What follows belongs to an exercise in optimizing a design on an open flow for a short achievable clock period and few clock cycles; a production flow would make more cautious choices. RTL that was checked went through simulation tests only; none was proved equivalent to the original. No functional check of the RTL was part of runs 1 and 3. Power is estimated from default activity; no workload was simulated.

## design/flow/design.v

```verilog
`timescale 1ns / 1ps
module two_to_one_multiplexer
#(parameter width = 16)
(
    input logic [width - 1:0] one,
    input logic [width - 1:0] two,
    input logic sel,
    output logic [width - 1:0] q
    );
    assign q = sel ? two : one;
endmodule
`timescale 1ns / 1ps
module three_to_one_multiplexer(
        input logic [1:0] sel,
        input logic [15:0] one,
        input logic [15:0] two,
        input logic [15:0] three,
        output logic [15:0] q
    );
    always_comb 
    begin
        case(sel)
            2'b00 : q = one;
            2'b01 : q = two;
            2'b10 : q = three;
            default : q = 0;
          endcase            
    end
endmodule
`timescale 1ns / 1ps
module four_to_one(
        input logic [15:0] one,
        input logic [15:0] two,
        input logic [15:0] three,
        input logic [15:0] four,
        input logic [1:0] sel,
        output logic [15:0] q
    );
    always_comb
    begin
    q = 0;
    if(sel == 2'b00) q = one;
    else if(sel == 2'b01) q = two;
    else if(sel == 2'b10) q = three;
    else if(sel == 2'b11) q = four;
    end
endmodule
`timescale 1ns / 1ps
module tristate_mux(
      input logic gate_pc,
      input logic gate_mar,
      input logic gate_mdr,
      input logic gate_alu,
      input logic [15:0] pc,
      input logic [15:0] mar,
      input logic [15:0] mdr,
      input logic [15:0] alu,
      output logic [15:0] q
    );
    always_comb
    begin   
    if(gate_pc == 1) q = pc;
    else if(gate_mdr == 1) q = mdr;
    else if(gate_mar == 1) q = mar;
    else if(gate_alu == 1) q = alu;
    else 
        q = 16'hx;
    end
endmodule
`timescale 1ns / 1ps
module ALU(
      input logic [1:0] aluk,
      input logic [15:0] one,
      input logic [15:0] two,
      output logic [15:0] q
    );
    always_comb
    begin
    q = 0;
    if(aluk==2'b00) q = one + two;
    else if(aluk==2'b01) q = one & two;
    else if(aluk==2'b10) q = ~one;
    else if(aluk==2'b11) q = one;
    end
endmodule
`timescale 1ns / 1ps
module ben(
        input logic [15:0] bus,
        input logic [15:0] ir,
        input logic        ld_cc,
        input logic        clk,
        input logic        reset,
        output logic       branch
    );
    logic n,z,p;
    logic N,Z,P;
    always_ff @(posedge clk)
     begin
        if(reset)
        begin
            n <= 1'b0;
            z <= 1'b0;
            p <= 1'b0;        
        end
        if(ld_cc) 
        begin
            n <= N;       
            z <= Z;      
            p <= P; 
        end
    end
    always_comb
    begin
         N = 1'b0;
         Z = 1'b0;
         P = 1'b0;
         if(bus[15] == 1'b1) 
         begin
            N = 1'b1;
            Z = 1'b0;
            P = 1'b0;
         end   
         else if (bus == 16'h0000) 
         begin
            N = 1'b0;
            Z = 1'b1;
            P = 1'b0;     
         end
         else if ((bus[15] == 1'b0) & (bus != 16'b0)) 
         begin
            N = 1'b0;
            Z = 1'b0;
            P = 1'b1; 
         end
    end
   assign branch = ((ir[11] & n) | (ir[10] & z) | (ir[9] & p)); 
endmodule
module load_reg #(
    parameter DATA_WIDTH = 1  
) (
	input  logic	    		  clk, 
	input  logic	    		  reset, 
	input  logic	    		  load,
	input  logic [DATA_WIDTH-1:0] data_i,  
	output logic [DATA_WIDTH-1:0] data_q
);
	logic [DATA_WIDTH-1:0] data_d;
	always_comb
	begin
		if (load) begin
			data_d = data_i;
		end else begin
			data_d = data_q;
		end
	end
	always_ff @(posedge clk)
	begin
			if(reset) begin  
				data_q <= '0;
			end else begin
				data_q <= data_d;
			end
	end
endmodule
`timescale 1ns / 1ps
module register(
      input logic [15:0] din,
      input logic [2:0] dr,
      input logic ld_reg,
      input logic [2:0] sr1,
      input logic [2:0] sr2,
      input logic       clk,
      input logic       reset,      
      output logic [15:0] sr1_out,
      output logic [15:0] sr2_out
    );
    logic [15:0] r00, r11, r22, r33, r44, r55, r66, r77;    
    logic ld_r0, ld_r1, ld_r2, ld_r3, ld_r4, ld_r5, ld_r6, ld_r7;
    always_comb 
    begin
    ld_r0 = 0;
    ld_r1 = 0;
    ld_r2 = 0;
    ld_r3 = 0;
    ld_r4 = 0;
    ld_r5 = 0;
    ld_r6 = 0;
    ld_r7 = 0;
    if(ld_reg)
        begin
        if(dr == 3'b000) ld_r0 = 1;
        else if(dr == 3'b001) ld_r1 = 1;
        else if(dr == 3'b010) ld_r2 = 1;
        else if(dr == 3'b011) ld_r3 = 1;
        else if(dr == 3'b100) ld_r4 = 1;
        else if(dr == 3'b101) ld_r5 = 1;
        else if(dr == 3'b110) ld_r6 = 1;
        else if(dr == 3'b111) ld_r7 = 1;
        end
    end
    always_comb 
    begin
        unique case(sr1)
            3'b000: sr1_out = r00;
            3'b001: sr1_out = r11;
            3'b010: sr1_out = r22;
            3'b011: sr1_out = r33;
            3'b100: sr1_out = r44;
            3'b101: sr1_out = r55;
            3'b110: sr1_out = r66;
            3'b111: sr1_out = r77;
        endcase
    end
    always_comb 
    begin
        unique case(sr2)
            3'b000: sr2_out = r00;
            3'b001: sr2_out = r11;
            3'b010: sr2_out = r22;
            3'b011: sr2_out = r33;
            3'b100: sr2_out = r44;
            3'b101: sr2_out = r55;
            3'b110: sr2_out = r66;
            3'b111: sr2_out = r77;
        endcase
    end
    load_reg #(.DATA_WIDTH(16)) r0 (
    .clk(clk),
    .reset(reset),
    .load(ld_r0),
    .data_i(din),
    .data_q(r00)
    );  
    load_reg #(.DATA_WIDTH(16)) r1 (
    .clk(clk),
    .reset(reset),
    .load(ld_r1),
    .data_i(din),
    .data_q(r11)
    );
    load_reg #(.DATA_WIDTH(16)) r2 (
    .clk(clk),
    .reset(reset),
    .load(ld_r2),
    .data_i(din),
    .data_q(r22)
    );
    load_reg #(.DATA_WIDTH(16)) r3 (
    .clk(clk),
    .reset(reset),
    .load(ld_r3),
    .data_i(din),
    .data_q(r33)
    );
load_reg #(.DATA_WIDTH(16)) r4 (
    .clk(clk),
    .reset(reset),
    .load(ld_r4),
    .data_i(din),
    .data_q(r44)
    );
load_reg #(.DATA_WIDTH(16)) r5 (
    .clk(clk),
    .reset(reset),
    .load(ld_r5),
    .data_i(din),
    .data_q(r55)
    );
load_reg #(.DATA_WIDTH(16)) r6 (
    .clk(clk),
    .reset(reset),
    .load(ld_r6),
    .data_i(din),
    .data_q(r66)
    );
load_reg #(.DATA_WIDTH(16)) r7 (
    .clk(clk),
    .reset(reset),
    .load(ld_r7),
    .data_i(din),
    .data_q(r77)
    );
endmodule
module control (
	input logic			clk, 
	input logic			reset,
	input logic  [15:0]	ir,
	input logic			ben,
	input logic 		continue_i,
	input logic 		run_i,
	output logic		ld_mar,
	output logic		ld_mdr,
	output logic		ld_ir,
	output logic		ld_pc,
	output logic        ld_led,
	output logic		gate_pc,
	output logic		gate_mdr,
	output logic        gate_alu,
	output logic        gate_marmux,
	output logic        ld_reg,
	output logic        mio_en,
	output logic [1:0]  aluk,
	output logic        sr2_mux,
    output logic        sr1_mux,
    output logic        ld_cc,
	output logic        dr_mux,
	output logic [1:0]	pc_mux,
	output logic        addr1_mux,
	output logic [1:0]  addr2_mux,
	output logic		mem_mem_ena,  
	output logic		mem_wr_ena   
);
	enum logic [4:0] {
		halted, 
		pause_ir1,
		pause_ir2, 
		s_18, 
		s_33_1,
		s_33_2,
		s_33_3,
		s_35,
		s_32,
		s_1,
		s_5,
		s_9,
		s_6,
		s_27,
		s_7,
		s_23,
		s_16_1,
		s_16_2,
		s_16_3,
		s_0,
		s_22,
		s_12,
		s_4,
		s_21,
		s_25_1,
		s_25_2,
		s_25_3
	} state, state_nxt;    
	always_ff @ (posedge clk)
	begin
		if (reset) 
			state <= halted;
		else 
			state <= state_nxt;
	end
	always_comb
	begin 
		ld_mar = 1'b0;
		ld_mdr = 1'b0;
		ld_ir = 1'b0;
		ld_pc = 1'b0;
		ld_led = 1'b0;
		ld_reg = 0;
		aluk =  0;
		addr1_mux = 0;
		addr2_mux = 0;
		mio_en = 1'b0;
		gate_pc = 1'b0;
		gate_mdr = 1'b0;
		gate_marmux = 1'b0;
		gate_alu = 1'b0;
		sr2_mux = 1'b0;
		sr1_mux = 1'b0;
		dr_mux = 0;
		pc_mux = 2'b10;
		mem_mem_ena = 1'b0;
		mem_wr_ena = 1'b0;
		ld_cc = 1'b0;
		case (state)
			halted: ; 
			s_18 : 
				begin 
					gate_pc = 1'b1;
					ld_mar = 1'b1;
					pc_mux = 2'b10;
					ld_pc = 1'b1;
				end
			s_33_1, s_33_2, s_33_3 :  
				begin
					mem_mem_ena = 1'b1;
					ld_mdr = 1'b1;
				end
			s_35 : 
				begin 
					gate_mdr = 1'b1;
					ld_ir = 1'b1;
				end
			pause_ir1: ld_led = 1'b1; 
			pause_ir2: ld_led = 1'b1;
			s_32 :;
			s_1:
			   begin
			       ld_reg = 1'b1;
			       gate_alu=1'b1;
			       aluk = 2'b00;
			       dr_mux = 1'b0;
			       ld_cc = 1'b1;
			       sr1_mux = 1;
			       sr2_mux = ir[5];
			   end
			s_5:
			   begin
			       ld_reg = 1'b1;
			       gate_alu=1'b1;
			       aluk = 2'b01;
			       dr_mux = 1'b0;
			       ld_cc = 1'b1;
			       sr1_mux = 1;
			       sr2_mux = ir[5];
			   end
			s_9:
			   begin
			       ld_reg = 1'b1;
			       gate_alu=1'b1;
			       aluk = 2'b10;
			       dr_mux = 1'b0;
			       ld_cc = 1'b1;
			       sr1_mux = 1;
			       sr2_mux = ir[5];
			   end
			s_0: ;
			s_12:
			   begin
			       aluk = 2'b11;
			       gate_alu = 1'b1;
			       pc_mux = 2'b00;
			       ld_pc = 1'b1;
			       sr1_mux = 1;
			   end
			 s_4:
			    begin
			        ld_reg = 1'b1;
			        gate_pc = 1'b1;
			        dr_mux = 1'b1;
			    end
			 s_21:
			    begin
			        ld_pc = 1'b1;
			        pc_mux = 2'b01;
			        addr1_mux = 1'b1;
			        addr2_mux = 2'b00;
			    end
			 s_6, s_7:
			     begin
			         sr1_mux = 1'b1;
			         addr1_mux = 1'b0;
			         addr2_mux = 2'b10;
			         gate_marmux = 1'b1;
			         ld_mar = 1'b1;
			     end
			 s_25_1, s_25_2, s_25_3:
			     begin
			         mem_mem_ena = 1'b1;
			         ld_mdr = 1'b1;			     
			     end
			 s_27:
			     begin
			         gate_mdr = 1'b1;
			         dr_mux = 1'b0;
			         ld_reg = 1'b1;
			         ld_cc = 1'b1;
			     end
			 s_23:
			     begin
			         sr1_mux = 1'b0;
			         aluk = 2'b11;
			         gate_alu = 1'b1;
			         ld_mdr=1'b1;
			     end
			 s_16_1, s_16_2, s_16_3:
			     begin
			         mem_wr_ena = 1'b1;
			         mem_mem_ena = 1;
			     end
			  s_22:
			  begin
			     addr1_mux = 1;
			     addr2_mux = 2'b01;
			     pc_mux = 2'b01;
			     ld_pc = 1;
			  end
			default : ;
		endcase
	end 
	always_comb
	begin
		state_nxt = state;
		unique case (state)
			halted : 
				if (run_i) 
					state_nxt = s_18;
			s_18 : 
				state_nxt = s_33_1;  
			s_33_1 :                  
				state_nxt = s_33_2;    
			s_33_2 :
				state_nxt = s_33_3;
			s_33_3 : 
				state_nxt = s_35;
			s_35 : 
				state_nxt = s_32;
			pause_ir1 : 
				if (continue_i) 
					state_nxt = pause_ir2;
			pause_ir2 : 
				if (~continue_i)
					state_nxt = s_18;
			s_32:
			   if(ir[15:12] == 4'b0001)
			         state_nxt = s_1;
			   else if(ir[15:12] == 4'b0101)
			         state_nxt = s_5;
			   else if(ir[15:12] == 4'b1001)
			         state_nxt = s_9;
			   else if(ir[15:12] == 4'b0000)
			         state_nxt = s_0;
			   else if(ir[15:12] == 4'b1100)
			         state_nxt = s_12;
			   else if(ir[15:12] == 4'b0100)
			         state_nxt = s_4;
			   else if(ir[15:12] == 4'b0110)
			         state_nxt = s_6;
			   else if(ir[15:12] == 4'b0111)
			         state_nxt = s_7;
			   else if(ir[15:12] == 4'b1101)
			         state_nxt = pause_ir1;
		  s_1:
		      state_nxt = s_18;
		  s_5:
		      state_nxt = s_18;
		  s_9:
		      state_nxt = s_18;
		  s_6:
		      state_nxt = s_25_1;
		  s_25_1:
		      state_nxt = s_25_2;
		  s_25_2:
		      state_nxt = s_25_3;
		  s_25_3:
		      state_nxt = s_27;
		  s_27:
		      state_nxt = s_18;
		  s_7:
		      state_nxt = s_23;
		  s_23:
		      state_nxt = s_16_1;
		  s_16_1:
		      state_nxt = s_16_2;
		  s_16_2:
		      state_nxt = s_16_3;
		  s_16_3:
		      state_nxt = s_18;
		  s_0:
		      if(ben)
		          state_nxt = s_22;
		      else
		          state_nxt = s_18;
		  s_22:
		      state_nxt = s_18;
		  s_12:
		      state_nxt = s_18;
		  s_4:
		      state_nxt = s_21;
		  s_21:
		      state_nxt = s_18;
			default :;
		endcase
	end
endmodule
module cpu (
    input   logic        clk,
    input   logic        reset,
    input   logic        run_i,
    input   logic        continue_i,
    output  logic [15:0] hex_display_debug,
    output  logic [15:0] led_o,
    output  logic        paused_o,
    input   logic [15:0] mem_rdata,
    output  logic [15:0] mem_wdata,
    output  logic [15:0] mem_addr,
    output  logic        mem_mem_ena,
    output  logic        mem_wr_ena
);
    localparam int R_IR   = 0;    
    localparam int R_PC1  = 16;   
    localparam int R_PRED = 32;   
    localparam int RW     = 33;
    localparam int E_IR    = 0;    
    localparam int E_PC1   = 16;   
    localparam int E_TGT   = 32;   
    localparam int E_DR    = 48;   
    localparam int E_SR1I  = 56;   
    localparam int E_SR2I  = 59;   
    localparam int E_DRI   = 62;   
    localparam int E_ADD   = 65;
    localparam int E_AND   = 66;
    localparam int E_NOT   = 67;
    localparam int E_BR    = 68;
    localparam int E_JMP   = 69;
    localparam int E_JSR   = 70;
    localparam int E_LDR   = 71;
    localparam int E_STR   = 72;
    localparam int E_PSE   = 73;
    localparam int E_USE1  = 74;
    localparam int E_USE2  = 75;
    localparam int E_WR    = 76;
    localparam int E_ALU   = 77;
    localparam int E_IMM   = 78;
    localparam int E_PRED  = 79;
    localparam int E_ZOFF  = 80;   
    localparam int EW      = 81;
    function automatic logic [15:0] add16(input logic [15:0] a, input logic [15:0] b);
        logic [15:0] g, p, t;
        g = a & b;
        p = a ^ b;
        t = p;
        for (int d = 1; d < 16; d = d * 2) begin
            for (int i = 15; i >= d; i--) begin
                g[i] = g[i] | (t[i] & g[i-d]);
                t[i] = t[i] & t[i-d];
            end
        end
        add16 = p ^ {g[14:0], 1'b0};
    endfunction
    function automatic logic [EW-1:0] decode(input logic [RW-1:0] r);
        logic [EW-1:0] e;
        logic [15:0] w, pc1, off;
        logic [3:0]  op;
        logic        fadd, fand, fnot, fbr, fjmp, fjsr, fldr, fstr, fpse;
        logic [2:0]  s1, s2, d;
        w    = r[R_IR +: 16];
        pc1  = r[R_PC1 +: 16];
        op   = w[15:12];
        fadd = (op == 4'b0001);
        fand = (op == 4'b0101);
        fnot = (op == 4'b1001);
        fbr  = (op == 4'b0000);
        fjmp = (op == 4'b1100);
        fjsr = (op == 4'b0100);
        fldr = (op == 4'b0110);
        fstr = (op == 4'b0111);
        fpse = (op == 4'b1101);
        s1   = w[8:6];
        s2   = fstr ? w[11:9] : w[2:0];
        d    = fjsr ? 3'd7 : w[11:9];
        off  = fjsr ? {{5{w[10]}}, w[10:0]} : {{7{w[8]}}, w[8:0]};
        e = '0;
        e[E_IR  +: 16] = w;
        e[E_PC1 +: 16] = pc1;
        e[E_TGT +: 16] = add16(pc1, off);
        e[E_DR  +: 8]  = 8'b1 << d;
        e[E_SR1I +: 3] = s1;
        e[E_SR2I +: 3] = s2;
        e[E_DRI  +: 3] = d;
        e[E_ADD]   = fadd;
        e[E_AND]   = fand;
        e[E_NOT]   = fnot;
        e[E_BR]    = fbr;
        e[E_JMP]   = fjmp;
        e[E_JSR]   = fjsr;
        e[E_LDR]   = fldr;
        e[E_STR]   = fstr;
        e[E_PSE]   = fpse;
        e[E_USE1]  = fadd | fand | fnot | fjmp | fldr | fstr;
        e[E_USE2]  = ((fadd | fand) & ~w[5]) | fstr;
        e[E_WR]    = fadd | fand | fnot | fldr | fjsr;
        e[E_ALU]   = fadd | fand | fnot;
        e[E_IMM]   = (fadd | fand) & w[5];
        e[E_PRED]  = r[R_PRED];
        e[E_ZOFF]  = fjsr ? (w[10:0] == 11'd0) : (w[8:0] == 9'd0);
        decode = e;
    endfunction
    localparam logic [1:0] S_HALT = 2'd0, S_RUN = 2'd1, S_P1 = 2'd2, S_P2 = 2'd3;
    logic [1:0]  run_st;
    logic [127:0] rf;           
    logic        cc_n, cc_z, cc_p;
    logic [15:0] pse_ir;
    logic [15:0] fpc;           
    logic [15:0] xpc;           
    logic [15:0] pa, pd;
    logic        pw;            
    logic        p_v;           
    logic [15:0] p_pc1;
    logic        p_pred;
    logic        p_ld, p_wreg, p_wcc, p_hn;
    logic [2:0]  p_dr;
    logic        s1_v, s1_ld, s1_wreg, s1_wcc, s1_pred;
    logic [2:0]  s1_dr;
    logic [15:0] s1_pc1;
    logic        s2_v, s2_ld, s2_wreg, s2_wcc, s2_pred;
    logic [2:0]  s2_dr;
    logic [15:0] s2_pc1;
    logic          xv;
    logic [EW-1:0] xe;
    logic [15:0]   opa, opb;    
    logic [2:0]    qcnt;
    logic [RW-1:0] q0, q1, q2, q3;
    logic        smc_r;
    logic [15:0] x_ir, x_pc1, x_tgt;
    logic [7:0]  x_droh;
    logic [2:0]  x_dri;
    logic        x_add, x_and, x_br, x_jmp, x_jsr, x_ldr, x_str, x_pse;
    logic        x_wr, x_alu, x_pred, x_zoff;
    assign x_ir    = xe[E_IR  +: 16];
    assign x_pc1   = xe[E_PC1 +: 16];
    assign x_tgt   = xe[E_TGT +: 16];
    assign x_droh  = xe[E_DR  +: 8];
    assign x_dri   = xe[E_DRI  +: 3];
    assign x_add   = xe[E_ADD];
    assign x_and   = xe[E_AND];
    assign x_br    = xe[E_BR];
    assign x_jmp   = xe[E_JMP];
    assign x_jsr   = xe[E_JSR];
    assign x_ldr   = xe[E_LDR];
    assign x_str   = xe[E_STR];
    assign x_pse   = xe[E_PSE];
    assign x_wr    = xe[E_WR];
    assign x_alu   = xe[E_ALU];
    assign x_pred  = xe[E_PRED];
    assign x_zoff  = xe[E_ZOFF];
    logic [15:0] sum, alu_res, agen;
    assign sum     = add16(opa, opb);
    assign alu_res = x_add ? sum : (x_and ? (opa & opb) : ~opa);
    assign agen    = add16(opa, {{10{x_ir[5]}}, x_ir[5:0]});
    logic alu_z, alu_n;
    assign alu_z = x_add ? (((opa ^ opb) ^ {opa[14:0] | opb[14:0], 1'b0}) == 16'h0)
                         : ((x_and ? (opa & opb) : ~opa) == 16'h0);
    assign alu_n = alu_res[15];
    logic cond;
    assign cond = (x_ir[11] & cc_n) | (x_ir[10] & cc_z) | (x_ir[9] & cc_p);
    logic x_fire, x_taken, x_redir, redir, x_mem;
    logic [15:0] raddr, raddr1;
    assign x_fire  = xv & ~(pw & p_hn) & ~smc_r;
    assign x_taken = ((x_br & cond) | x_jsr) & ~x_zoff;
    assign x_redir = x_fire & (x_jmp | (x_taken != x_pred) | (x_pred & ~(x_br | x_jsr)));
    assign redir   = smc_r | x_redir;
    assign raddr   = smc_r ? xpc : (x_jmp ? opa : (x_taken ? x_tgt : x_pc1));
    assign raddr1  = smc_r ? (xpc + 16'd1) : (x_jmp ? (opa + 16'd1) : (x_taken ? (x_tgt + 16'd1) : (x_pc1 + 16'd1)));
    assign x_mem   = x_fire & (x_ldr | x_str);
    logic kill_cc;
    assign kill_cc = x_fire & (x_alu | x_ldr);
    function automatic logic kill_reg(input logic [2:0] d);
        kill_reg = x_fire & x_wr & (x_dri == d);
    endfunction
    logic [7:0]  btb_v;
    logic [12:0] btb_tag [0:7];
    logic [15:0] btb_tgt [0:7];
    logic        bhit;
    logic [15:0] btgt;
    logic [15:0] x_pc;
    assign bhit = btb_v[fpc[2:0]] & (btb_tag[fpc[2:0]] == fpc[15:3]);
    assign btgt = btb_tgt[fpc[2:0]];
    assign x_pc = x_pc1 - 16'd1;
    logic        p_fetch;       
    logic [2:0]  occ;
    logic        room, can_fetch;
    logic [15:0] faddr, faddr1, fpc1;
    assign p_fetch   = (run_st == S_HALT) ? run_i : p_v;
    assign occ       = qcnt + {2'b0, p_fetch} + {2'b0, s1_v & ~s1_ld} + {2'b0, s2_v & ~s2_ld};
    assign room      = (occ <= 3'd3);
    assign can_fetch = ~x_mem & ((run_st != S_HALT) | run_i) & (redir | room);
    assign faddr     = redir ? raddr : fpc;
    assign fpc1      = fpc + 16'd1;
    assign faddr1    = redir ? raddr1 : fpc1;
    assign mem_addr    = pa;
    assign mem_mem_ena = 1'b1;
    assign mem_wr_ena  = pw;
    assign mem_wdata   = pd;
    logic          arr_fetch;
    logic [RW-1:0] arr_r;
    assign arr_fetch = s2_v & ~s2_ld & ~redir;
    assign arr_r = {s2_pred, s2_pc1, mem_rdata};
    logic ld_we, ld_cc;
    assign ld_we = s2_v & s2_ld & s2_wreg & ~kill_reg(s2_dr);
    assign ld_cc = s2_v & s2_ld & s2_wcc & ~kill_cc;
    logic          n_v, n_q;
    logic [EW-1:0] nxe;
    assign n_q  = (qcnt != 3'd0);
    assign n_v  = n_q | arr_fetch;
    assign nxe  = n_q ? decode(q0) : decode(arr_r);
    logic       l0_v, l1_v, l2_v, l0_c, l1_c, l2_c;
    logic [2:0] l0_d, l1_d, l2_d;
    assign l0_v = x_fire & x_ldr;                  
    assign l0_d = x_dri;
    assign l0_c = x_fire & x_ldr;
    assign l1_v = p_ld & p_wreg & ~kill_reg(p_dr);
    assign l1_d = p_dr;
    assign l1_c = p_ld & p_wcc & ~kill_cc;
    assign l2_v = s1_v & s1_ld & s1_wreg & ~kill_reg(s1_dr);
    assign l2_d = s1_dr;
    assign l2_c = s1_v & s1_ld & s1_wcc & ~kill_cc;
    logic n_use1, n_use2, n_hz;
    logic [2:0] n_sr1, n_sr2;
    assign n_use1 = nxe[E_USE1];
    assign n_use2 = nxe[E_USE2];
    assign n_sr1  = nxe[E_SR1I +: 3];
    assign n_sr2  = nxe[E_SR2I +: 3];
    assign n_hz = (l0_v & ((n_use1 & (l0_d == n_sr1)) | (n_use2 & (l0_d == n_sr2))))
                | (l1_v & ((n_use1 & (l1_d == n_sr1)) | (n_use2 & (l1_d == n_sr2))))
                | (l2_v & ((n_use1 & (l2_d == n_sr1)) | (n_use2 & (l2_d == n_sr2))))
                | (nxe[E_BR] & (l0_c | l1_c | l2_c));
    logic run_next, ent;
    assign run_next = ((run_st == S_RUN) & ~(x_fire & x_pse))
                    | ((run_st == S_P2) & ~continue_i);
    assign ent = n_v & ~n_hz & run_next & ~redir;
    logic [15:0] x_wdata;
    logic        x_we;
    assign x_we    = x_fire & (x_alu | x_jsr);
    assign x_wdata = x_jsr ? x_pc1 : alu_res;
    function automatic logic [15:0] rd_fwd(input logic [2:0] r);
        if (x_we & (x_dri == r))         rd_fwd = x_wdata;
        else if (ld_we & (s2_dr == r))   rd_fwd = mem_rdata;
        else                             rd_fwd = rf[r*16 +: 16];
    endfunction
    logic [15:0] pa1;
    logic        hit;
    assign pa1 = pa + 16'd1;
    assign hit = pw & (
                   (xv & (x_pc1 == pa1))
                 | ((qcnt > 3'd0) & (q0[R_PC1 +: 16] == pa1))
                 | ((qcnt > 3'd1) & (q1[R_PC1 +: 16] == pa1))
                 | ((qcnt > 3'd2) & (q2[R_PC1 +: 16] == pa1))
                 | ((qcnt > 3'd3) & (q3[R_PC1 +: 16] == pa1))
                 | (s1_v & ~s1_ld & (s1_pc1 == pa1))
                 | (s2_v & ~s2_ld & (s2_pc1 == pa1)));
    assign paused_o = run_st[1];
    assign led_o = pse_ir;
    assign hex_display_debug = pse_ir;
    always_ff @(posedge clk) begin
        xe  <= nxe;
        opa <= rd_fwd(n_sr1);
        opb <= nxe[E_IMM] ? {{11{nxe[4]}}, nxe[4:0]} : rd_fwd(n_sr2);
        pd     <= opb;
        p_dr   <= x_dri;
        p_wreg <= 1'b1;
        p_wcc  <= 1'b1;
        p_hn   <= (agen == x_pc1);
        s1_ld   <= p_ld;
        s1_dr   <= p_dr;
        s1_wreg <= p_wreg & ~kill_reg(p_dr);
        s1_wcc  <= p_wcc & ~kill_cc;
        s1_pc1  <= p_pc1;
        s1_pred <= p_pred;
        s2_ld   <= s1_ld;
        s2_dr   <= s1_dr;
        s2_wreg <= s1_wreg & ~kill_reg(s1_dr);
        s2_wcc  <= s1_wcc & ~kill_cc;
        s2_pc1  <= s1_pc1;
        s2_pred <= s1_pred;
        if (x_fire & x_taken & ~x_pred) begin
            btb_tag[x_pc[2:0]] <= x_pc[15:3];
            btb_tgt[x_pc[2:0]] <= x_tgt;
        end
        if (ent & n_q) begin
            q0 <= q1;
            q1 <= q2;
            q2 <= q3;
            if (arr_fetch) begin
                case (qcnt)
                    3'd1: q0 <= arr_r;
                    3'd2: q1 <= arr_r;
                    3'd3: q2 <= arr_r;
                    default: q3 <= arr_r;
                endcase
            end
        end else if (arr_fetch & ~(ent & ~n_q)) begin
            case (qcnt)
                3'd0: q0 <= arr_r;
                3'd1: q1 <= arr_r;
                3'd2: q2 <= arr_r;
                default: q3 <= arr_r;
            endcase
        end
    end
    always_ff @(posedge clk) begin
        if (reset) begin
            run_st <= S_HALT;
            rf     <= '0;
            cc_n   <= 1'b0;
            cc_z   <= 1'b0;
            cc_p   <= 1'b0;
            pse_ir <= '0;
            fpc    <= 16'd1;
            xpc    <= '0;
            pa     <= '0;
            pw     <= 1'b0;
            p_v    <= 1'b0;
            p_pc1  <= 16'd1;
            p_pred <= 1'b0;
            p_ld   <= 1'b0;
            s1_v   <= 1'b0;
            s2_v   <= 1'b0;
            xv     <= 1'b0;
            qcnt   <= '0;
            smc_r  <= 1'b0;
            btb_v  <= '0;
        end else begin
            case (run_st)
                S_HALT: if (run_i) run_st <= S_RUN;
                S_RUN:  if (x_fire & x_pse) run_st <= S_P1;
                S_P1:   if (continue_i) run_st <= S_P2;
                S_P2:   if (~continue_i) run_st <= S_RUN;
            endcase
            if (x_fire & x_pse) pse_ir <= x_ir;
            for (int i = 0; i < 8; i++) begin
                if (x_fire & x_alu & x_droh[i])      rf[i*16 +: 16] <= alu_res;
                else if (x_fire & x_jsr & (i == 7))  rf[i*16 +: 16] <= x_pc1;
                else if (ld_we & (s2_dr == i[2:0]))  rf[i*16 +: 16] <= mem_rdata;
            end
            if (x_fire & x_alu) begin
                cc_n <= alu_n;
                cc_z <= alu_z;
                cc_p <= ~alu_n & ~alu_z;
            end else if (ld_cc) begin
                cc_n <= mem_rdata[15];
                cc_z <= (mem_rdata == 16'h0);
                cc_p <= ~mem_rdata[15] & (mem_rdata != 16'h0);
            end
            if (x_fire) xpc <= x_redir ? raddr : x_pc1;
            if (x_fire & x_taken & ~x_pred) btb_v[x_pc[2:0]] <= 1'b1;
            if (pw & (btb_tag[pa[2:0]] == pa[15:3])) btb_v[pa[2:0]] <= 1'b0;
            smc_r <= hit;
            if (x_mem) begin
                pa   <= agen;
                pw   <= x_str;
                p_ld <= x_ldr;
                p_v  <= 1'b0;
            end else begin
                pw   <= 1'b0;
                p_ld <= 1'b0;
                p_v  <= can_fetch;
                if (can_fetch) begin
                    pa     <= faddr;
                    p_pc1  <= faddr1;
                    p_pred <= ~redir & bhit;
                    fpc    <= redir ? raddr1 : (bhit ? btgt : fpc1);
                end
            end
            s1_v <= (p_fetch & ~redir) | p_ld;
            s2_v <= s1_v & ~(redir & ~s1_ld);
            xv <= ent;
            if (redir) begin
                qcnt <= '0;
            end else if (ent & n_q) begin
                if (~arr_fetch) qcnt <= qcnt - 3'd1;
            end else if (arr_fetch & ~ent) begin
                qcnt <= qcnt + 3'd1;
            end
        end
    end
endmodule
```

## design/flow/run.sh

```bash
#!/bin/bash
# synth_recipe.tcl (not shown) runs the flow's synth.tcl, then flattens the netlist and writes it again
# the make line also repeats each setting of config.mk as NAME=value (left out here)
make -C /OpenROAD-flow-scripts/flow DESIGN_CONFIG=/design/flow/config.mk WORK_HOME=/design/flow/orfs CLKGATE_MAP_FILE= SYNTH_SCRIPT=/design/flow/synth_recipe.tcl finish
```

## design/flow/config.mk

```make
export PLATFORM = sky130hd
export DESIGN_NAME = cpu
export DESIGN_NICKNAME = cpu
export VERILOG_FILES = /design/flow/design.v
export SDC_FILE = /design/flow/constraint.sdc
export NUM_CORES = 4
export LEC_CHECK = 0
export ABC_CLOCK_PERIOD_IN_PS = 2300
export CAP_MARGIN = 20
export CORE_MARGIN = 2
export CORE_UTILIZATION = 40
export SETUP_SLACK_MARGIN = 4.5
export SLEW_MARGIN = 20
export TNS_END_PERCENT = 20
```

## design/flow/constraint.sdc

```tcl
create_clock -name core_clock -period 7.0 [get_ports {clk}]
set_input_delay 1.4000 -clock core_clock [delete_from_list [all_inputs] [get_ports {clk}]]
set_output_delay 1.4000 -clock core_clock [all_outputs]
set_load 0.01 [all_outputs]
```

==> impl_metrics.toml, run 1 <==
[critical_path]
rrSetupSlack_ns = 3.28
slowest_delay_ns = 0.34
critPathKind = "in2reg"
arrival_ns = 4.21
critPathMaxFanout = 7
r2r_end = "q2[31]$_DFFE_PP_"
worstPathRequired_ns = 7.42
critPathBufInv = 8
reg2reg_from = "pw$_SDFF_PP0_"
r2r_cells = 12
crit_start = "mem_rdata[13]"
path_cells = "buf_4 > buf_12 > buf_4 > buf_4 > nand2b_4 > nor4_4 > a211oi_4 > buf_4 > nor2_2 > nand4_1 > nand4_4 > nor2_4 > buf_12 > buf_16 > o21ai_4 > buf_12 > mux2_4"
crit_top_cell = "buf_4"
slowest_stage = "nor4_4"
endpoint_kind = "register"
start_kind = "primary input"
crit_family = "buffers and inverters"

[floorplan]
dieArea_sq_um = 110000
std_cell_rows = 120
core_sq_um = 107000
start_util_pct = 40.3
die_w_um = 332
io_pins = 87
die_h_um = 332

[hold_path]
min_from = "s1_pred$_DFF_P_"
min_path_cells = 0
worstHoldEndpoint = "s2_pred$_DFF_P_"
worstHoldPathType = "reg2reg"

[synthesis]
synth_seq_cells = 771
synth_cell_types = 96
postSynth.topFlopCell = "dfxtp_1"
synth_edf_count = 364
syn_area_sq_um = 43100
synth_nets = 4417
avgSynthCellArea_sq_um = 10.0
synth-async-reset-ratio_pct = 0
synth-seq-area-share_pct = 44.3
ys_warn_count = 1
syn_inst = 4293

[final_layout]
final_layout_size_suffix_gt1_share_pct = 22.3
nets = 4580
fillerInstances = 9561
design_area_sq_um = 53500
fin_util_pct = 50.1
fin_cells = 5931
area_growth_pct = 24.1

[placed_design]
dpl.hpwl_um = 102000
placed_cells = 5535
pre_cts_ws_ns = 1.42
place_congestion = 0.927
placed_area_sq_um = 45400
io_buffers = 85

[detailed_routing]
first_iter_violations = 4519
firstDrtPassIters = 7
avgRoutedWirePerCell_um = 28.0
wirelength_um = 166000
avgViaCountPerCell = 6.27
detail-route-antenna-nets = 0
drc = 0
vias = 37210

[run_status]
status = "no timing/DRC/antenna violations"

[clock_tree]
clk_pin_slew_ns = 0.07
cts.htree.levels = 3
cts_tree = "built"
worstSkewPairLatency_ns = 0.69
cts-buffers-inserted = 86
cts_num_sinks = 771
cts-root-buf = "clkbuf_16"
cts_buffer_depth = 3

[sta]
fmax_mhz = 264
slew_headroom_pct = 16.4
fin_crit_ns = 3.79
worst_slack_ns = 3.21
worstMarginPinSlew_ns = 1.25
hold_viol = 0
rsz0062_at_grt = "yes"
fin_skew_ns = 0.0403
timing.final.crit_share_pct = 54.1
setup_viol = 0
drv_slew = 0
setup_tns_ns = 0

[global_route]
grt_pass1_wl_um = 233000
grt_max_degree = 160
grt_usage_pct = 28.1
grt.overflow.total = 0
grt_pass1_vias = 33922
antenna_found_initial = 4

[power]
peakVddDrop_v = 0.000199
p_leak_nw = 19.2
p_per_area_nw_per_um2 = 384

[run]
drv_cap = 0
-- placed cells by master, fill, tap and decap left out, drive strengths merged, types with 38 or more instances in the layout --
cell,netlist,layout
and3,47,51
o21ai,105,108
nor2,367,368
inv,95,97
clkdlybuf4s50,0,73
buf,105,310
xnor2,167,167
ha,98,98
a211oi,202,202
nand3,105,106
edfxtp,364,364
dfxtp,407,407
nor3,103,103
mux2i,244,244
nor4,45,45
mux4,86,86
clkbuf,253,126
o221a,68,68
xor2,111,111
nand2,478,484
mux2,82,86
nand3b,38,38
o211ai,59,59
a21oi,177,177
a31oi,43,43
or3,48,48
-- synthesized netlist by cell type (all sizes together) (13+ instances only) --
library cell,number,share of area (%)
ha,98,2.8
a211o,16,0.33
nor2b,36,0.52
buf,105,1.2
a21oi,177,2.1
a31oi,43,0.62
dfxtp,407,19
a311oi,34,0.69
mux2i,244,5.7
nand3,105,1.3
nand2b,21,0.30
clkbuf,253,2.2
mux2,82,2.1
mux4,86,4.5
nor2,367,3.2
edfxtp,364,25
nor4,45,0.74
and3,47,0.68
nand2,478,4.2
o21ai,105,1.2
o211ai,59,1.0
inv,95,0.83
nor3,103,1.2
xor2,111,2.3
nand4,31,0.48
o2111ai,13,0.26
o22ai,19,0.28
or3,48,0.70
o221a,68,1.8
xnor2,167,3.4
a21o,16,0.28
o31ai,13,0.23
nand3b,38,0.66
or4,17,0.30
a211oi,202,3.6
-- repair_timing --
item	in CTS	in global routing
hold buffers	0	0
endpoints found under the setup margin	868	879
setup buffers	83	104
pin swaps	32	81
cloned	30	19
gates resized for setup	289	317
-- logic make-up (layout without fill, tap and decap cells) --
logic type | count (synthesis) | after routing | synth area share [%]
multiplexers | 412 | 416 | 12.3
other | 1 | 2 | 0.00870
adder cells (fa/ha/maj) | 104 | 104 | 3.12
XOR/XNOR | 289 | 289 | 6.24
flip-flops | 771 | 771 | 44.3
AND/OR/NAND/NOR | 1392 | 1407 | 15.3
AO/OA/AOI/OAI | 870 | 873 | 14.5
buffers and inverters | 454 | 666 | 4.24
-- worst max-delay path by stage --
stage / to / depth (start not counted)
floorplan: q3[0]$_DFFE_PP_ / 11
global placement: opb[15]$_DFF_P_ / 11
detailed placement: q2[25]$_DFFE_PP_ / 12
CTS: fpc[9]$_SDFFE_PP0N_ / 10
global route: q2[2]$_DFFE_PP_ / 14
finish: q0[16]$_DFFE_PP_ / 17
-- cell type report --
type                    count  area (sq um)  area share [%]
well taps                1403          1760            3.28
diodes                      1          2.50         0.00468
multi-input cells        3090         24500            45.9
flip-flops and latches    771         19200            35.8
inverters                  96           400           0.748
clock inverters            44           433           0.809
repair buffers            410          4790            8.96
repair inverters            1          11.3          0.0210
clock buffers             115          2420            4.53
-- state kept, by name (all words and copies together), names as in the netlist, 33 cells and up, named ones only --
register and count:
q2 33, btb_tag 104, q3 33, rf 128, xe 71, q0 33, btb_tgt 128, q1 33
-- routing by layer --
metal	share of wire, %	GRT usage (%)	up-vias
met3	10	5.60	504
met5	0.013	0	-
met2	44	42.3	2254
met1	40	39.0	18202
li1	-	-	16246
met4	5.4	12.5	4
-- per-stage QoR --
stage | hold slack (ns) | power [mW]
4_1_cts | 0.335 | 19.3
3_3_place_gp | 0.318 | 13.9
2_1_floorplan | 0.310 | 11.3
6_report | 0.334 | 20.6
5_1_grt | 0.339 | 21.3
3_5_place_dp | 0.322 | 14.0
-- power breakdown --
| group | total (mW) | leakage [nW] | internal, mW | switching, mW |
|---|---|---|---|---|
| sequential | 6.94 | 6.65 | 5.64 | 1.30 |
| combinational | 8.97 | 11.2 | 3.81 | 5.16 |
| clock | 4.66 | 1.39 | 2.67 | 2.00 |
-- worst register-to-register path, stage by stage (launching register included) --
cell and delay, ns:
dfxtp_1 0.47, a21boi_1 0.24, buf_4 0.17, nand3_1 0.21, o41ai_2 0.53, nor4_1 0.14, o31ai_2 0.30, buf_4 0.17
nand4_4 0.13, nor2_4 0.20, buf_12 0.16, mux2_4 0.42, o221a_4 0.32
==> run 2: changes to the inputs <==
--- a/design/flow/design.v
+++ b/design/flow/design.v
@@ -592,3 +592,3 @@
     localparam int E_PC1   = 16;   
-    localparam int E_TGT   = 32;   
+    localparam int E_OFF   = 32;   
     localparam int E_DR    = 48;   
@@ -614,3 +614,3 @@
     localparam int EW      = 81;
-    function automatic logic [15:0] add16(input logic [15:0] a, input logic [15:0] b);
+    function automatic logic [15:0] add16c(input logic [15:0] a, input logic [15:0] b, input logic ci);
         logic [15:0] g, p, t;
@@ -618,2 +618,3 @@
         p = a ^ b;
+        g[0] = g[0] | (p[0] & ci);
         t = p;
@@ -625,3 +626,6 @@
         end
-        add16 = p ^ {g[14:0], 1'b0};
+        add16c = p ^ {g[14:0], ci};
+    endfunction
+    function automatic logic [15:0] add16(input logic [15:0] a, input logic [15:0] b);
+        add16 = add16c(a, b, 1'b0);
     endfunction
@@ -652,3 +656,3 @@
         e[E_PC1 +: 16] = pc1;
-        e[E_TGT +: 16] = add16(pc1, off);
+        e[E_OFF +: 16] = off;
         e[E_DR  +: 8]  = 8'b1 << d;
@@ -687,3 +691,5 @@
     logic        p_pred;
-    logic        p_ld, p_wreg, p_wcc, p_hn;
+    logic        p_ld, p_wreg, p_wcc;
+    logic        st_v, st_hx;   
+    logic [15:0] sa;            
     logic [2:0]  p_dr;
@@ -699,5 +705,6 @@
     logic [2:0]    qcnt;
-    logic [RW-1:0] q0, q1, q2, q3;
+    logic [1:0]    qh, qt;      
+    logic [RW-1:0] qd [0:3];
     logic        smc_r;
-    logic [15:0] x_ir, x_pc1, x_tgt;
+    logic [15:0] x_ir, x_pc1, x_tgt, x_tgt1;
     logic [7:0]  x_droh;
@@ -708,3 +715,4 @@
     assign x_pc1   = xe[E_PC1 +: 16];
-    assign x_tgt   = xe[E_TGT +: 16];
+    assign x_tgt   = add16c(x_pc1, xe[E_OFF +: 16], 1'b0);
+    assign x_tgt1  = add16c(x_pc1, xe[E_OFF +: 16], 1'b1);
     assign x_droh  = xe[E_DR  +: 8];
@@ -735,3 +743,3 @@
     logic [15:0] raddr, raddr1;
-    assign x_fire  = xv & ~(pw & p_hn) & ~smc_r;
+    assign x_fire  = xv & ~st_hx & ~smc_r;
     assign x_taken = ((x_br & cond) | x_jsr) & ~x_zoff;
@@ -740,3 +748,3 @@
     assign raddr   = smc_r ? xpc : (x_jmp ? opa : (x_taken ? x_tgt : x_pc1));
-    assign raddr1  = smc_r ? (xpc + 16'd1) : (x_jmp ? (opa + 16'd1) : (x_taken ? (x_tgt + 16'd1) : (x_pc1 + 16'd1)));
+    assign raddr1  = smc_r ? (xpc + 16'd1) : (x_jmp ? (opa + 16'd1) : (x_taken ? x_tgt1 : (x_pc1 + 16'd1)));
     assign x_mem   = x_fire & (x_ldr | x_str);
@@ -782,3 +790,3 @@
     assign n_v  = n_q | arr_fetch;
-    assign nxe  = n_q ? decode(q0) : decode(arr_r);
+    assign nxe  = n_q ? decode(qd[qh]) : decode(arr_r);
     logic       l0_v, l1_v, l2_v, l0_c, l1_c, l2_c;
@@ -819,9 +827,9 @@
     logic        hit;
-    assign pa1 = pa + 16'd1;
-    assign hit = pw & (
+    assign pa1 = sa + 16'd1;
+    assign hit = st_v & (
                    (xv & (x_pc1 == pa1))
-                 | ((qcnt > 3'd0) & (q0[R_PC1 +: 16] == pa1))
-                 | ((qcnt > 3'd1) & (q1[R_PC1 +: 16] == pa1))
-                 | ((qcnt > 3'd2) & (q2[R_PC1 +: 16] == pa1))
-                 | ((qcnt > 3'd3) & (q3[R_PC1 +: 16] == pa1))
+                 | ((qcnt > 3'd0) & (qd[qh]        [R_PC1 +: 16] == pa1))
+                 | ((qcnt > 3'd1) & (qd[qh + 2'd1] [R_PC1 +: 16] == pa1))
+                 | ((qcnt > 3'd2) & (qd[qh + 2'd2] [R_PC1 +: 16] == pa1))
+                 | ((qcnt > 3'd3) & (qd[qh + 2'd3] [R_PC1 +: 16] == pa1))
                  | (s1_v & ~s1_ld & (s1_pc1 == pa1))
@@ -839,3 +847,5 @@
         p_wcc  <= 1'b1;
-        p_hn   <= (agen == x_pc1);
+        st_v   <= x_mem & x_str;
+        st_hx  <= x_mem & x_str & (agen == x_pc1);
+        if (x_mem & x_str) sa <= agen;
         s1_ld   <= p_ld;
@@ -856,22 +866,3 @@
         end
-        if (ent & n_q) begin
-            q0 <= q1;
-            q1 <= q2;
-            q2 <= q3;
-            if (arr_fetch) begin
-                case (qcnt)
-                    3'd1: q0 <= arr_r;
-                    3'd2: q1 <= arr_r;
-                    3'd3: q2 <= arr_r;
-                    default: q3 <= arr_r;
-                endcase
-            end
-        end else if (arr_fetch & ~(ent & ~n_q)) begin
-            case (qcnt)
-                3'd0: q0 <= arr_r;
-                3'd1: q1 <= arr_r;
-                3'd2: q2 <= arr_r;
-                default: q3 <= arr_r;
-            endcase
-        end
+        if (arr_fetch) qd[qt] <= arr_r;
     end
@@ -897,2 +888,4 @@
             qcnt   <= '0;
+            qh     <= '0;
+            qt     <= '0;
             smc_r  <= 1'b0;
@@ -923,3 +916,3 @@
             if (x_fire & x_taken & ~x_pred) btb_v[x_pc[2:0]] <= 1'b1;
-            if (pw & (btb_tag[pa[2:0]] == pa[15:3])) btb_v[pa[2:0]] <= 1'b0;
+            if (st_v & (btb_tag[sa[2:0]] == sa[15:3])) btb_v[sa[2:0]] <= 1'b0;
             smc_r <= hit;
@@ -946,6 +939,9 @@
                 qcnt <= '0;
-            end else if (ent & n_q) begin
-                if (~arr_fetch) qcnt <= qcnt - 3'd1;
-            end else if (arr_fetch & ~ent) begin
-                qcnt <= qcnt + 3'd1;
+                qh   <= '0;
+                qt   <= '0;
+            end else begin
+                if (ent & n_q) qh <= qh + 2'd1;
+                if (arr_fetch & ~(ent & ~n_q)) qt <= qt + 2'd1;
+                if ((ent & n_q) & ~arr_fetch) qcnt <= qcnt - 3'd1;
+                else if (arr_fetch & ~ent) qcnt <= qcnt + 3'd1;
             end
==> design/flow/flow/run.sh (new file) <==
#!/bin/bash
# Standard layout, with a plain buffer (not a delay buffer) on every port.
set -euo pipefail
export BUFFER_PORTS_ARGS="-buffer_cell sky130_fd_sc_hd__buf_4"
bash standard.sh finish > run_standard.log 2>&1
==> design/flow/standard.sh (new file) <==
#!/bin/bash
# synth_recipe.tcl (not shown) runs the flow's synth.tcl, then flattens the netlist and writes it again
# the make line also repeats each setting of config.mk as NAME=value (left out here)
make -C /OpenROAD-flow-scripts/flow DESIGN_CONFIG=/design/flow/config.mk WORK_HOME=/design/flow/orfs CLKGATE_MAP_FILE= SYNTH_SCRIPT=/design/flow/synth_recipe.tcl "${@:-finish}"
--- a/design/flow/config.mk
+++ b/design/flow/config.mk
@@ -7,3 +7,3 @@
 export LEC_CHECK = 0
-export ABC_CLOCK_PERIOD_IN_PS = 2300
+export ABC_CLOCK_PERIOD_IN_PS = 2200
 export CAP_MARGIN = 20
@@ -11,3 +11,3 @@
 export CORE_UTILIZATION = 40
-export SETUP_SLACK_MARGIN = 4.5
+export SETUP_SLACK_MARGIN = 4.6
 export SLEW_MARGIN = 20
removed: design/flow/run.sh
==> run 2 against run 1 <==
Compared with the run above:
- final area increased by 0.79%
- non-clock buffer count is 32 lower
- still clean on timing, DRC and antenna
- via count fell by 4.4%
- fmax rose by 11%
- setup slack gained 0.36 ns
==> impl_metrics.toml, run 2 <==
[critical_path]
arrival_ns = 3.97
r2r_cells = 11
start_kind = "primary input"
r2r_end = "opb[5]$_DFF_P_"
crit_start = "run_i"
critPathMaxFanout = 7
critPathKind = "in2reg"
endpoint_kind = "register"
worstSetupEndpoint = "p_pc1[8]$_SDFFE_PP0P_"
rrSetupSlack_ns = 3.58
worstPathRequired_ns = 7.55

[sta]
fmax_mhz = 292
slew_headroom_pct = 22.1
worstMarginPinSlew_ns = 1.15
rsz0062_at_grt = "yes"
drv_slew = 0
setup_tns_ns = 0
fin_skew_ns = 0.0276
timing.final.crit_share_pct = 48.9
setup_viol = 0
hold_viol = 0
fin_crit_ns = 3.42

[synthesis]
synth-seq-area-share_pct = 44.3
synth_seq_cells = 780
yosys-top-cells-area = "edfxtp_1, dfxtp_1, mux4_2, mux2i_1, xnor2_1"
postSynth.topFlopCell = "dfxtp_1"
syn_area_sq_um = 43900
synth-async-reset-ratio_pct = 0
synth_edf_count = 380
synth_top_area_share_pct = 26.0
yosysMostFrequentCell = "nand2_1"
avgSynthCellArea_sq_um = 10.6
yosys-top-cells-count = "nand2_1, dfxtp_1, edfxtp_1"
synth_cell_types = 99
synth_nets = 4266
ys_warn_count = 1
syn_inst = 4149
synth.largest_area_cell = "edfxtp_1"

[clock_tree]
cts_num_sinks = 780
cts-root-buf = "clkbuf_16"
hold_buffers = 0
cts_tree = "built"
clk_pin_slew_ns = 0.06
worstSkewPairLatency_ns = 0.69
cts-buffers-inserted = 87
cts.htree.levels = 3
cts_buffer_depth = 3

[floorplan]
std_cell_rows = 121
core_sq_um = 109000
die_h_um = 335
start_util_pct = 40.3
die_w_um = 335
io_pins = 87
dieArea_sq_um = 112000

[detailed_routing]
avgRoutedWirePerCell_um = 27.1
detail-route-antenna-nets = 0
avgViaCountPerCell = 6.15
wirelength_um = 156000
first_iter_violations = 4223
vias = 35562
firstDrtPassIters = 9
drc = 0

[final_layout]
final_layout_size_suffix_gt1_share_pct = 26.5
layout_common_cells = "nand2_1, edfxtp_1, dfxtp_1, nor2_1, buf_4"
final_common_cell = "nand2_1"
nets = 4411
fillerInstances = 9479
area_growth_pct = 23.0
largest-register = "qd"
largest_reg_flops = 132

[placed_design]
place_congestion = 0.956
dpl.hpwl_um = 100000
io_buffers = 85

[run_status]
status = "no timing/DRC/antenna violations"

[run]
drv_cap = 0

[power]
p_per_area_nw_per_um2 = 421
finalPower_mw = 22.7
peakVddDrop_v = 0.000216
p_leak_nw = 19.0

[hold_path]
worstHoldPathType = "reg2reg"
min_from = "s1_pred$_DFF_P_"

[global_route]
antenna_found_initial = 3
grt_max_degree = 78
grt_pass1_wl_um = 228000
grt_pass1_vias = 33869
grt.overflow.total = 0
grt_usage_pct = 27.1
## run 2: cell count changes after synthesis, moves of 17 or more
cell | before | now
a21oi_1 | 177 | 205
and3_1 | 47 | 64
mux2_2 | 82 | 64
mux2i_1 | 243 | 195
mux4_2 | 86 | 185
nand3_1 | 103 | 80
nand3b_1 | 38 | 13
nor2_1 | 366 | 331
nor3_1 | 101 | 73
o211ai_1 | 59 | 35
o221a_2 | 64 | 2
or3_1 | 48 | 18
xnor2_1 | 166 | 214
xor2_1 | 111 | 82
## run 2: cells by family (layout without fill, tap and decap cells)
kind of cell | after synthesis | in the layout | synth area share [%]
buf+inv | 440 | 646 | 4.11
simple gates | 1273 | 1280 | 13.6
xor+xnor | 325 | 325 | 7.39
fa+ha+maj | 97 | 97 | 2.87
flops | 780 | 780 | 44.3
mux | 447 | 447 | 15.7
compound gates | 786 | 792 | 12.0
other cells | 1 | 2 | 0.00855
## run 2: metal layers
layer / vias up / wire [um] / track usage, %
met4: 4 / 7960 / 12.2
met3: 423 / 14100 / 4.76
met2: 1837 / 70900 / 42.8
met1: 17618 / 63400 / 36.5
met5: - / 30 / 0
li1: 15680 / - / -
## run 2: report_power, final
group          internal, mW  switching (mW)  leakage, nW
clock                  2.94            2.02         1.53
sequential             5.98            1.04         6.72
combinational          4.39            6.35         10.7
## run 2: area by class of cell
type                       count  area (sq um)  area share [%]
multi-input combinational   2942         25000            46.3
sequential                   780         19500            36.2
timing repair buffer         378          4110            7.61
clock buffer                 124          2590            4.80
tap                         1414          1770            3.28
clock inverter                39           546            1.01
inverter                     105           429           0.796
antenna                        1          2.50         0.00464
## run 2: through the flow
step / instance area [sq um] / util (%) / worst slack [ns] / hold slack, ns / instances
2_1_floorplan: 44100 / - / 3.31 / 0.310 / 4149
3_3_place_gp: 45700 / 42.0 / 2.36 / 0.313 / 5384
3_5_place_dp: 45700 / 42.0 / 2.30 / 0.316 / 5384
4_1_cts: 53100 / 48.8 / 3.58 / 0.330 / 5749
5_1_grt: 53900 / 49.5 / 3.51 / 0.338 / 5782
6_report: 53900 / 49.5 / 3.58 / 0.330 / 5783
## run 2: what timing repair did
item,CTS,global route
setup endpoints to repair,953,885
pin swaps,105,36
gates cloned,22,5
buffers inserted,180,27
gates resized for setup,438,110
## run 2: how the worst min path moves through the flow
stage	cells past startpoint	slack, ns	end
final	0	0.33	s2_pred$_DFF_P_
after global placement	0	0.31	s2_pred$_DFF_P_
after floorplan	0	0.31	s2_pred$_DFF_P_
after CTS	0	0.33	s2_pred$_DFF_P_
after global routing	0	0.34	s2_pred$_DFF_P_
after detailed placement	0	0.32	s2_pred$_DFF_P_
## run 2: worst max-delay path: stages
cell	delay (ns)
buf_6	0.10
mux2i_4	0.18
fa_1	0.44
inv_1	0.07
ha_2	0.17
inv_2	0.04
fa_2	0.38
xnor2_4	0.20
a21oi_4	0.09
buf_12	0.17
buf_6	0.12
buf_6	0.11
buf_8	0.13
buf_6	0.12
buf_4	0.13
nor2_4	0.08
a211oi_2	0.04
Testbench counts of run 2, summed over its fixed seeds: cycles 64,652.
==> run 3: changes to the inputs <==
--- a/design/flow/design.v
+++ b/design/flow/design.v
@@ -693,3 +693,3 @@
     logic        st_v, st_hx;   
-    logic [15:0] sa;            
+    logic [15:0] sa, sa1;       
     logic [2:0]  p_dr;
@@ -707,2 +707,3 @@
     logic [RW-1:0] qd [0:3];
+    logic [EW-1:0] hr;          
     logic        smc_r;
@@ -761,4 +762,11 @@
     logic [15:0] x_pc;
-    assign bhit = btb_v[fpc[2:0]] & (btb_tag[fpc[2:0]] == fpc[15:3]);
-    assign btgt = btb_tgt[fpc[2:0]];
+    logic [7:0]  bh;
+    always_comb begin
+        btgt = '0;
+        for (int i = 0; i < 8; i++) begin
+            bh[i] = btb_v[i] & (fpc[2:0] == i[2:0]) & (btb_tag[i] == fpc[15:3]);
+            btgt  = btgt | ({16{bh[i]}} & btb_tgt[i]);
+        end
+    end
+    assign bhit = |bh;
     assign x_pc = x_pc1 - 16'd1;
@@ -769,5 +777,5 @@
     assign p_fetch   = (run_st == S_HALT) ? run_i : p_v;
-    assign occ       = qcnt + {2'b0, p_fetch} + {2'b0, s1_v & ~s1_ld} + {2'b0, s2_v & ~s2_ld};
+    assign occ       = qcnt + {2'b0, p_v} + {2'b0, s1_v & ~s1_ld} + {2'b0, s2_v & ~s2_ld};
     assign room      = (occ <= 3'd3);
-    assign can_fetch = ~x_mem & ((run_st != S_HALT) | run_i) & (redir | room);
+    assign can_fetch = ~x_mem & (redir | room);
     assign faddr     = redir ? raddr : fpc;
@@ -790,3 +798,3 @@
     assign n_v  = n_q | arr_fetch;
-    assign nxe  = n_q ? decode(qd[qh]) : decode(arr_r);
+    assign nxe  = n_q ? hr : decode(arr_r);
     logic       l0_v, l1_v, l2_v, l0_c, l1_c, l2_c;
@@ -802,36 +810,61 @@
     assign l2_c = s1_v & s1_ld & s1_wcc & ~kill_cc;
-    logic n_use1, n_use2, n_hz;
     logic [2:0] n_sr1, n_sr2;
-    assign n_use1 = nxe[E_USE1];
-    assign n_use2 = nxe[E_USE2];
     assign n_sr1  = nxe[E_SR1I +: 3];
     assign n_sr2  = nxe[E_SR2I +: 3];
-    assign n_hz = (l0_v & ((n_use1 & (l0_d == n_sr1)) | (n_use2 & (l0_d == n_sr2))))
-                | (l1_v & ((n_use1 & (l1_d == n_sr1)) | (n_use2 & (l1_d == n_sr2))))
-                | (l2_v & ((n_use1 & (l2_d == n_sr1)) | (n_use2 & (l2_d == n_sr2))))
-                | (nxe[E_BR] & (l0_c | l1_c | l2_c));
-    logic run_next, ent;
+    function automatic logic hz(input logic [EW-1:0] e);
+        logic u1, u2;
+        logic [2:0] a, b;
+        u1 = e[E_USE1];
+        u2 = e[E_USE2];
+        a  = e[E_SR1I +: 3];
+        b  = e[E_SR2I +: 3];
+        hz = (l0_v & ((u1 & (l0_d == a)) | (u2 & (l0_d == b))))
+           | (l1_v & ((u1 & (l1_d == a)) | (u2 & (l1_d == b))))
+           | (l2_v & ((u1 & (l2_d == a)) | (u2 & (l2_d == b))))
+           | (e[E_BR] & (l0_c | l1_c | l2_c));
+    endfunction
+    logic run_next, ent_q, ent_a, ent;
     assign run_next = ((run_st == S_RUN) & ~(x_fire & x_pse))
                     | ((run_st == S_P2) & ~continue_i);
-    assign ent = n_v & ~n_hz & run_next & ~redir;
-    logic [15:0] x_wdata;
-    logic        x_we;
-    assign x_we    = x_fire & (x_alu | x_jsr);
-    assign x_wdata = x_jsr ? x_pc1 : alu_res;
+    assign ent_q = ~hz(hr) & run_next & ~redir;
+    assign ent_a = arr_fetch & ~hz(decode(arr_r)) & run_next & ~redir;
+    assign ent   = n_q ? ent_q : ent_a;
     function automatic logic [15:0] rd_fwd(input logic [2:0] r);
-        if (x_we & (x_dri == r))         rd_fwd = x_wdata;
-        else if (ld_we & (s2_dr == r))   rd_fwd = mem_rdata;
-        else                             rd_fwd = rf[r*16 +: 16];
+        logic [15:0] v;
+        if (x_fire & x_jsr & (r == 3'd7))   v = x_pc1;
+        else if (ld_we & (s2_dr == r))      v = mem_rdata;
+        else                                v = rf[r*16 +: 16];
+        rd_fwd = (x_fire & x_alu & (x_dri == r)) ? alu_res : v;
     endfunction
-    logic [15:0] pa1;
-    logic        hit;
-    assign pa1 = sa + 16'd1;
+    logic [15:0] rd_opb, opb_v;
+    logic [2:0]  n_ia, n_ib;
+    assign n_ia = nxe[E_IR + 0 +: 3];
+    assign n_ib = nxe[E_IR + 9 +: 3];
+    always_comb begin
+        if (nxe[E_IMM])                         opb_v = {{11{nxe[E_IR + 4]}}, nxe[E_IR +: 5]};
+        else if (x_fire & x_jsr & (n_sr2 == 3'd7)) opb_v = x_pc1;
+        else if (ld_we & (s2_dr == n_sr2))      opb_v = mem_rdata;
+        else if (nxe[E_STR])                    opb_v = rf[n_ib*16 +: 16];
+        else                                    opb_v = rf[n_ia*16 +: 16];
+        rd_opb = (~nxe[E_IMM] & x_fire & x_alu & (x_dri == n_sr2)) ? alu_res : opb_v;
+    end
+    function automatic logic [15:0] rd_fwd2(input logic [2:0] r, input logic imm, input logic [15:0] iv);
+        logic [15:0] v;
+        if (imm)                            v = iv;
+        else if (x_fire & x_jsr & (r == 3'd7)) v = x_pc1;
+        else if (ld_we & (s2_dr == r))      v = mem_rdata;
+        else                                v = rf[r*16 +: 16];
+        rd_fwd2 = (~imm & x_fire & x_alu & (x_dri == r)) ? alu_res : v;
+    endfunction
+    logic        hit, hit_q;
+    always_comb begin
+        hit_q = 1'b0;
+        for (int i = 0; i < 4; i++)
+            hit_q = hit_q | (({1'b0, i[1:0] - qh} < qcnt) & (qd[i][R_PC1 +: 16] == sa1));
+    end
     assign hit = st_v & (
-                   (xv & (x_pc1 == pa1))
-                 | ((qcnt > 3'd0) & (qd[qh]        [R_PC1 +: 16] == pa1))
-                 | ((qcnt > 3'd1) & (qd[qh + 2'd1] [R_PC1 +: 16] == pa1))
-                 | ((qcnt > 3'd2) & (qd[qh + 2'd2] [R_PC1 +: 16] == pa1))
-                 | ((qcnt > 3'd3) & (qd[qh + 2'd3] [R_PC1 +: 16] == pa1))
-                 | (s1_v & ~s1_ld & (s1_pc1 == pa1))
-                 | (s2_v & ~s2_ld & (s2_pc1 == pa1)));
+                   (xv & (x_pc1 == sa1))
+                 | hit_q
+                 | (s1_v & ~s1_ld & (s1_pc1 == sa1))
+                 | (s2_v & ~s2_ld & (s2_pc1 == sa1)));
     assign paused_o = run_st[1];
@@ -842,3 +875,3 @@
         opa <= rd_fwd(n_sr1);
-        opb <= nxe[E_IMM] ? {{11{nxe[4]}}, nxe[4:0]} : rd_fwd(n_sr2);
+        opb <= rd_opb;
         pd     <= opb;
@@ -849,3 +882,6 @@
         st_hx  <= x_mem & x_str & (agen == x_pc1);
-        if (x_mem & x_str) sa <= agen;
+        if (x_mem & x_str) begin
+            sa  <= agen;
+            sa1 <= add16c(opa, {{10{x_ir[5]}}, x_ir[5:0]}, 1'b1);
+        end
         s1_ld   <= p_ld;
@@ -867,2 +903,6 @@
         if (arr_fetch) qd[qt] <= arr_r;
+        if (n_q & ent_q & (qcnt >= 3'd2))
+            hr <= decode(qd[qh + 2'd1]);
+        else if (arr_fetch & (n_q ? (ent_q & (qcnt == 3'd1)) : 1'b1))
+            hr <= decode(arr_r);
     end
@@ -918,3 +958,11 @@
             smc_r <= hit;
-            if (x_mem) begin
+            if (run_st == S_HALT) begin
+                pa     <= {15'd0, run_i};
+                pw     <= 1'b0;
+                p_ld   <= 1'b0;
+                p_v    <= run_i;
+                p_pc1  <= run_i ? 16'd2 : 16'd1;
+                p_pred <= 1'b0;
+                fpc    <= run_i ? 16'd2 : 16'd1;
+            end else if (x_mem) begin
                 pa   <= agen;
@@ -942,6 +990,6 @@
             end else begin
-                if (ent & n_q) qh <= qh + 2'd1;
-                if (arr_fetch & ~(ent & ~n_q)) qt <= qt + 2'd1;
-                if ((ent & n_q) & ~arr_fetch) qcnt <= qcnt - 3'd1;
-                else if (arr_fetch & ~ent) qcnt <= qcnt + 3'd1;
+                if (n_q & ent_q) qh <= qh + 2'd1;
+                if (arr_fetch & (n_q | ~ent_a)) qt <= qt + 2'd1;
+                if (n_q & ent_q & ~arr_fetch) qcnt <= qcnt - 3'd1;
+                else if (arr_fetch & (n_q ? ~ent_q : ~ent_a)) qcnt <= qcnt + 3'd1;
             end
==> design/flow/flow/run.sh (replaced) <==
#!/bin/bash
# Standard layout, with a plain buffer (not a delay buffer) on every port, and
# without the adder-extraction step in synthesis (abc maps the adders as
# plain logic). Registers are the same as the standard synthesis's.
set -euo pipefail
export BUFFER_PORTS_ARGS="-buffer_cell sky130_fd_sc_hd__buf_4"
export ADDER_MAP_FILE=
bash standard.sh finish > run_standard.log 2>&1
==> run 3 against run 2 <==
Compared with the run above:
- sequential power down 15%
- largest power group is now registers
- first-iteration DRC count up 31%
- via count up 14%
- sequential cell count up 74
- register-to-register slack better by 0.30 ns
- final area up 8.6%
- routed wire length up 19%
- clock power up 7.5%
- hold slack better by 0.0049 ns
- synthesized cell count up 9.5%
- highest routed layer unchanged
- critical endpoint is now opb[7]$_DFF_P_
- clock skew up 0.029 ns
==> impl_metrics.toml, run 3 <==
[run_status]
status = "no timing/DRC/antenna violations"

[detailed_routing]
wirelength_um = 186000
detail-route-antenna-nets = 0
first_iter_violations = 5520
vias = 40512

[clock_tree]
cts_buffer_depth = 3
cts_tree = "built"
worstSkewPairLatency_ns = 0.72
cts_num_sinks = 854
clk_pin_slew_ns = 0.06
cts-buffers-inserted = 94
cts-root-buf = "clkbuf_16"

[critical_path]
crit_family = "compound AO/OA/AOI/OAI gates"
r2r_cells = 9
slowest_delay_ns = 0.50
crit_top_cell = "o21a_1"
path_cells = "buf_16 > nand2b_1 > nor2_1 > nand2_1 > o21a_1 > nand3_1 > nor3b_2 > a21oi_2 > o221ai_1 > o21a_1"
worstPathRequired_ns = 7.58
critPathBufInv = 1
crit_start = "mem_rdata[13]"
r2r_end = "hr[21]$_DFFE_PP_"
start_kind = "primary input"

[power]
p_leak_nw = 20.5
p_per_area_nw_per_um2 = 265
peakVddDrop_v = 0.000196

[sta]
rsz0062_at_grt = "yes"
timing.final.crit_share_pct = 45.2
drv_slew = 0
hold_viol = 0
setup_viol = 0
worst_slack_ns = 3.84
fin_skew_ns = 0.0565
fmax_mhz = 316

[floorplan]
die_h_um = 340
core_sq_um = 112000
dieArea_sq_um = 115000
die_w_um = 340
io_pins = 87

[run]
drv_cap = 0

[synthesis]
synth_top_area_share_pct = 30.6
ys_warn_count = 1
syn_area_sq_um = 45100
muxShareOfSynthArea_pct = 8.28
yosysMostFrequentCell = "nand2_1"
avgSynthCellArea_sq_um = 9.92
synth.largest_area_cell = "edfxtp_1"
postSynth.topFlopCell = "edfxtp_1"
synth_nets = 4564
yosys-top-cells-count = "nand2_1, edfxtp_1, dfxtp_1"
synth_seq_cells = 854
synth_top_family_by_area = "simple AND/OR/NAND/NOR gates"
synth-compound-area-share_pct = 14.6
synthSimpleGateAreaFrac_pct = 15.5
yosys-top-cells-area = "edfxtp_1, dfxtp_1, xnor2_1, nand2_1, mux4_2"
synth-async-reset-ratio_pct = 0
syn_inst = 4544
synth_fa_ha_area_share_pct = 0.244
synth-seq-area-share_pct = 48.1

[final_layout]
nets = 4825
final_common_cell = "nand2_1"
area_growth_pct = 29.9
final_layout_size_suffix_gt1_share_pct = 26.7
diodes = 0

[placed_design]
dpl.hpwl_um = 112000
io_buffers = 85

[global_route]
grt_usage_pct = 30.6
antenna_found_initial = 7
grt_pass1_vias = 38115
grt_max_degree = 66

[hold_path]
worstHoldEndpoint = "s2_pred$_DFF_P_"
min_path_cells = 0
==> run 3: layout make-up <==
type	instances	area, sq um
clock inverters	48	696
clock buffers	126	2640
inverters	41	193
flip-flops and latches	854	21900
multi-input cells	3261	24600
fillers	9683	53600
well taps	1500	1880
repair inverters	3	37.5
repair buffers	550	6620
==> run 3: cell families after synthesis <==
kind of cell    Yosys count
mux                     258
xor+xnor                480
other cells               1
flops                   854
buf+inv                 437
compound gates          991
simple gates           1512
fa+ha+maj                11
==> run 3: worst max path at each step <==
stage               cells past startpoint  slack (ns)                to
floorplan                               6        2.40  hr[10]$_DFFE_PP_
global placement                        9        2.39    opb[7]$_DFF_P_
detailed placement                      9        2.36   opb[11]$_DFF_P_
CTS                                    10        3.97  hr[68]$_DFFE_PP_
global route                            9        3.73     st_hx$_DFF_P_
finish                                 10        3.84    opb[7]$_DFF_P_
==> run 3: power breakdown <==
| group | total [mW] | leakage, nW | switching, mW | internal [mW] |
|---|---|---|---|---|
| Clock | 5.33 | 1.62 | 2.18 | 3.15 |
| Sequential | 5.99 | 7.41 | 0.326 | 5.66 |
| Combinational | 4.20 | 11.5 | 2.58 | 1.62 |
==> run 3: timing repair <==
action,4_1_cts,5_1_grt
endpoints found under the hold margin,0,0
setup endpoints to repair,1050,992
pin swaps,195,68
buffers inserted,216,65
resized for setup,726,214
cloned,57,19
==> run 3: worst reg2reg max path, delay by kind of cell (launching register included) <==
| kind | cells | cell delay [ns] |
|---|---|---|
| buf+inv | 4 | 0.59 |
| simple gates | 2 | 0.87 |
| compound gates | 3 | 0.64 |
| flops | 1 | 0.71 |
==> run 3: layer usage <==
| metal | track usage, % | share of wire (%) | routed length, um | vias to the layer above |
|---|---|---|---|---|
| met5 | 0 | 0.066 | 123 | - |
| met4 | 18.1 | 7.3 | 13600 | 12 |
| met3 | 6.80 | 11 | 20000 | 729 |
| met2 | 47.4 | 44 | 82600 | 2771 |
| met1 | 39.4 | 38 | 70200 | 19747 |
| li1 | - | - | - | 17253 |
==> run 3: metrics by stage <==
step                      total power, mW  cells  instance area [sq um]
after floorplan                      7.71   4544                  45200
after CTS                            15.0   6297                  56600
after detailed placement             8.83   5850                  47200
final                                15.5   6383                  58600
after global routing                 15.9   6383                  58600
after global placement               8.80   5850                  47200

separate check: timing with driven ports:
Ports are ideal in the flow. The routed layouts listed here were re-timed in OpenROAD. Step 1, drivers: a clkbuf_16 drives clk and a buf_2 each remaining input, both assumed. Step 2 also shifts input and output timing later by t, the mid clock arrival at the registers, as if the neighbouring blocks saw the same clock. Three values: no drivers, after step 1, after step 2; two values: the first two.
run	shift t [ns]	setup slack, ns	worst hold slack (ns)	worst register clock-pin slew, ns
run 1	0.746	3.215 / 3.253 / 2.508	0.334 / 0.334 / 0.334	0.07 / 0.07
run 2	0.748	3.577 / 3.584 / 2.856	0.330 / 0.330 / 0.330	0.07 / 0.07
run 3	0.768	3.838 / 3.750 / 2.982	0.335 / 0.335 / 0.335	0.07 / 0.07
After both steps setup and hold are still met in every run listed. For run 3, which loses most, drivers alone change the setup slack by -0.088 ns; drivers and shift together by -0.856 ns.
